What follows belongs to an exercise in optimizing a design on an open flow for small area and a short achievable clock period; a production flow would make more cautious choices.
Function was checked by simulation only, so behaviour that the tests miss may differ from the original.
No activity file was given, so power comes from the tool's default toggle rates.

==> inputs of run a <==
// core
module core(
	input logic clk,
	input logic rst_n,
	input logic [31:0] read_instruction,
	input logic [31:0] read_data,
	output logic [31:0] instruction_address,
	output logic [31:0] data_address,
	output logic [31:0] write_data,
	output logic mem_write,
	output logic mem_read
	);
==> module core, before the edit <==
module core(
	input logic clk,
	input logic rst_n,
	input logic [31:0] read_instruction,
	input logic [31:0] read_data,
	output logic [31:0] instruction_address,
	output logic [31:0] data_address,
	output logic [31:0] write_data,
	output logic mem_write,
	output logic mem_read
	);
logic [31:2] pc;
logic [31:2] m_res_hi;
logic        m_branch;
wire  [31:2] pc4 = pc + 30'd1;
wire         f_br = (read_instruction[31:26] == 6'b000100);
wire  [31:2] f_tgt = pc4 + {{14{read_instruction[15]}}, read_instruction[15:0]};
always_ff @(posedge clk or negedge rst_n)
	if (!rst_n) pc <= '0;
	else        pc <= m_branch ? m_res_hi : pc4;
assign instruction_address = {pc, 2'b00};
logic        d_v, d_br;
logic [31:0] d_ins;    
always_ff @(posedge clk or negedge rst_n)
	if (!rst_n) begin
		d_v  <= 1'b0;
		d_br <= 1'b0;
	end else begin
		d_v  <= 1'b1;
		d_br <= f_br;
	end
always_ff @(posedge clk)
	d_ins <= f_br ? {f_tgt, 2'b00} : read_instruction;
logic [31:0] regs [0:31];
logic [31:0] valid;
logic        w_we;
logic [4:0]  w_dest;
logic [31:0] w_data;
always_ff @(posedge clk)
	if (w_we) regs[w_dest] <= w_data;
always_ff @(posedge clk or negedge rst_n)
	if (!rst_n)    valid <= '0;
	else if (w_we) valid[w_dest] <= 1'b1;
wire [5:0] op    = d_ins[31:26];
wire [4:0] rs    = d_ins[25:21];
wire [4:0] rt    = d_ins[20:16];
wire [4:0] rd    = d_ins[15:11];
wire [5:0] fn    = d_ins[5:0];
logic [31:0] rs_val, rt_val;
always_comb begin
	rs_val = '0;
	rt_val = '0;
	for (int i = 0; i < 32; i++) begin
		rs_val = rs_val | ({32{valid[i] & (rs == i)}} & regs[i]);
		rt_val = rt_val | ({32{valid[i] & (rt == i)}} & regs[i]);
	end
end
wire [31:0] imm    = {{16{d_ins[15]}}, d_ins[15:0]};
wire is_r    = (op == 6'b000000) | (op[5:3] == 3'b011);
wire is_addi = (op[5:1] == 5'b00100);
wire is_limm = (op[5:2] == 4'b0011);
wire is_ld   = (op[5:3] == 3'b100);
wire is_st   = (op[5:3] == 3'b101);
wire use_fn  = is_r | is_limm;
logic       c_add, c_sub, c_sll, c_srl, c_slt;
logic [3:0] c_tt;
always_comb begin
	c_add = 1'b0; c_sub = 1'b0; c_sll = 1'b0; c_srl = 1'b0; c_slt = 1'b0;
	c_tt  = 4'b0000;
	if (d_br)
		c_tt = 4'b1100;                    
	else if (use_fn) begin
		case (fn)
			6'd0:        c_sll = 1'b1;
			6'd2:        c_srl = 1'b1;
			6'd32, 6'd33: c_add = 1'b1;
			6'd34, 6'd35: begin c_add = 1'b1; c_sub = 1'b1; end
			6'd36:       c_tt = 4'b1000;   
			6'd37:       c_tt = 4'b1110;   
			6'd38:       c_tt = 4'b0110;   
			6'd39:       c_tt = 4'b0001;   
			6'd42, 6'd43: begin c_slt = 1'b1; c_sub = 1'b1; end
			default: ;
		endcase
	end else
		c_add = 1'b1;                      
end
wire [31:0] b_sel = is_r ? rt_val : imm;
logic        e_regwrite, e_memread, e_memwrite, e_branch;
logic [31:0] e_A, e_B, e_rt;
logic [4:0]  e_dest, e_sh;
logic        e_add, e_cin, e_sll, e_srl, e_slt;
logic [3:0]  e_tt;
always_ff @(posedge clk or negedge rst_n)
	if (!rst_n) begin
		e_regwrite <= 1'b0;
		e_memread  <= 1'b0;
		e_memwrite <= 1'b0;
		e_branch   <= 1'b0;
	end else begin
		e_regwrite <= d_v & ~d_br & (is_r | is_addi | is_limm | is_ld);
		e_memread  <= d_v & ~d_br & is_ld;
		e_memwrite <= d_v & ~d_br & is_st;
		e_branch   <= d_v & d_br;
	end
always_ff @(posedge clk) begin
	e_A    <= d_br ? d_ins : rs_val;
	e_B    <= b_sel ^ {32{c_sub}};
	e_rt   <= rt_val;
	e_dest <= is_r ? rd : rt;
	e_sh   <= d_ins[10:6];
	e_add  <= c_add;
	e_cin  <= c_sub;
	e_sll  <= c_sll;
	e_srl  <= c_srl;
	e_slt  <= c_slt;
	e_tt   <= c_tt;
end
wire [32:0] sum = {1'b0, e_A} + {1'b0, e_B} + {32'd0, e_cin};
wire [31:0] shl = e_B << e_sh;
wire [31:0] shr = e_B >> e_sh;
logic [31:0] lg;
always_comb
	for (int i = 0; i < 32; i++)
		lg[i] = e_tt[{e_A[i], e_B[i]}];
wire [31:0] res = ({32{e_add}} & sum[31:0])
                | ({32{e_sll}} & shl)
                | ({32{e_srl}} & shr)
                | lg
                | {31'd0, e_slt & ~sum[32]};
logic        m_regwrite, m_memread, m_memwrite;
logic [31:0] m_res, m_rt;
logic [4:0]  m_dest;
always_ff @(posedge clk or negedge rst_n)
	if (!rst_n) begin
		m_regwrite <= 1'b0;
		m_memread  <= 1'b0;
		m_memwrite <= 1'b0;
		m_branch   <= 1'b0;
	end else begin
		m_regwrite <= e_regwrite;
		m_memread  <= e_memread;
		m_memwrite <= e_memwrite;
		m_branch   <= e_branch;
	end
always_ff @(posedge clk) begin
	m_res  <= res;
	m_rt   <= e_rt;
	m_dest <= e_dest;
end
assign m_res_hi      = m_res[31:2];
assign data_address  = m_res;
assign write_data    = m_rt;
assign mem_write     = m_memwrite;
assign mem_read      = m_memread;
always_ff @(posedge clk or negedge rst_n)
	if (!rst_n) w_we <= 1'b0;
	else        w_we <= m_regwrite;
always_ff @(posedge clk) begin
	w_data <= m_memread ? read_data : m_res;
	w_dest <= m_dest;
end
endmodule
clock: 8.0 ns
lec_check: 0
cap_margin: 20
core_margin: 2
core_utilization: 40
slew_margin: 20
run.sh (not shown) runs the stock make flow with config.mk's settings and CLKGATE_MAP_FILE= SYNTH_SCRIPT=/design/flow/synth_recipe.tcl, a recipe that flattens the netlist after the stock synthesis.
==> run b: changes against run a <==
--- a/flow/design.v
+++ b/flow/design.v
@@ -17,3 +17,4 @@
 wire         f_br = (read_instruction[31:26] == 6'b000100);
-wire  [31:2] f_tgt = pc4 + {{14{read_instruction[15]}}, read_instruction[15:0]};
+wire  [17:0] f_sum = {pc[17:2], 1'b1} + {read_instruction[15:0], 1'b1};
+wire  [16:0] f_lo  = f_sum[17:1];
 always_ff @(posedge clk or negedge rst_n)
@@ -33,3 +34,4 @@
 always_ff @(posedge clk)
-	d_ins <= f_br ? {f_tgt, 2'b00} : read_instruction;
+	d_ins <= f_br ? {read_instruction[15], f_lo[16], pc[31:18], f_lo[15:0]}
+	              : read_instruction;
 logic [31:0] regs [0:31];
@@ -88,3 +90,10 @@
 end
+wire        t_s  = d_ins[31];
+wire        t_c  = d_ins[30];
+wire [13:0] t_hi = d_ins[29:16] + {{13{t_s & ~t_c}}, t_s ^ t_c};
 wire [31:0] b_sel = is_r ? rt_val : imm;
+logic [31:0] b_rev;
+always_comb
+	for (int i = 0; i < 32; i++)
+		b_rev[i] = b_sel[31-i];
 logic        e_regwrite, e_memread, e_memwrite, e_branch;
@@ -107,4 +116,4 @@
 always_ff @(posedge clk) begin
-	e_A    <= d_br ? d_ins : rs_val;
-	e_B    <= b_sel ^ {32{c_sub}};
+	e_A    <= d_br ? {t_hi, d_ins[15:0], 2'b00} : rs_val;
+	e_B    <= c_srl ? b_rev : (b_sel ^ {32{c_sub}});
 	e_rt   <= rt_val;
@@ -121,3 +130,6 @@
 wire [31:0] shl = e_B << e_sh;
-wire [31:0] shr = e_B >> e_sh;
+logic [31:0] shr;
+always_comb
+	for (int i = 0; i < 32; i++)
+		shr[i] = shl[31-i];
 logic [31:0] lg;
- CORE_UTILIZATION: 40 -> 60
- SETUP_SLACK_MARGIN: unset -> 4.5
==> notes <==
- Between run b and run a, the lower wire length is in run b (gap about 10%, measured against run a).
- Flip-flop and latch count is the same in run a and run b.
- Between run b and run a, the lower power is in run b (gap about 6.4%, measured against run a).
- Sequential share of layout area: run a is lower than run b (1.9 points).
- Against run b, the final area of run a is larger by 3.4%.
- Against run a, the utilization of run b is higher by 22 points.
- In run a the clock skew is higher than in run b, by 0.011 ns.
- Register-to-register slack: run a is lower than run b (0.86 ns).
- Against run a, the die area of run b is smaller by 35%.

[port drivers added, routing unchanged]
How much do the figures lean on ideal ports? The routed layouts below were timed once more, with nothing changed but the port constraints. Step 1 assumes that a clkbuf_16 drives the clock port and a buf_2 every other input. Step 2 adds t to the input delays and takes it off the output delays; t is the mean of the earliest and latest rising clock arrival at the registers after step 1. Input paths then give back, and output paths get back, about the clock's delay inside the block. a / b / c = ideal ports / drivers / drivers and shift; a / b = the first two.
run	shift t [ns]	setup WS [ns]	worst hold slack (ns)	worst setup path at the end	slew at the worst register clock pin (ns)
run a	0.884	3.482 / 3.482 / 2.670	0.323 / 0.323 / 0.323	input to register	0.07 / 0.07
run b	0.869	4.344 / 4.344 / 3.839	0.324 / 0.324 / 0.324	input to register	0.07 / 0.07
After both steps setup and hold are still met in every run listed. For run a, which loses most, drivers alone change the setup slack by 0.000 ns; drivers and shift together by -0.812 ns.
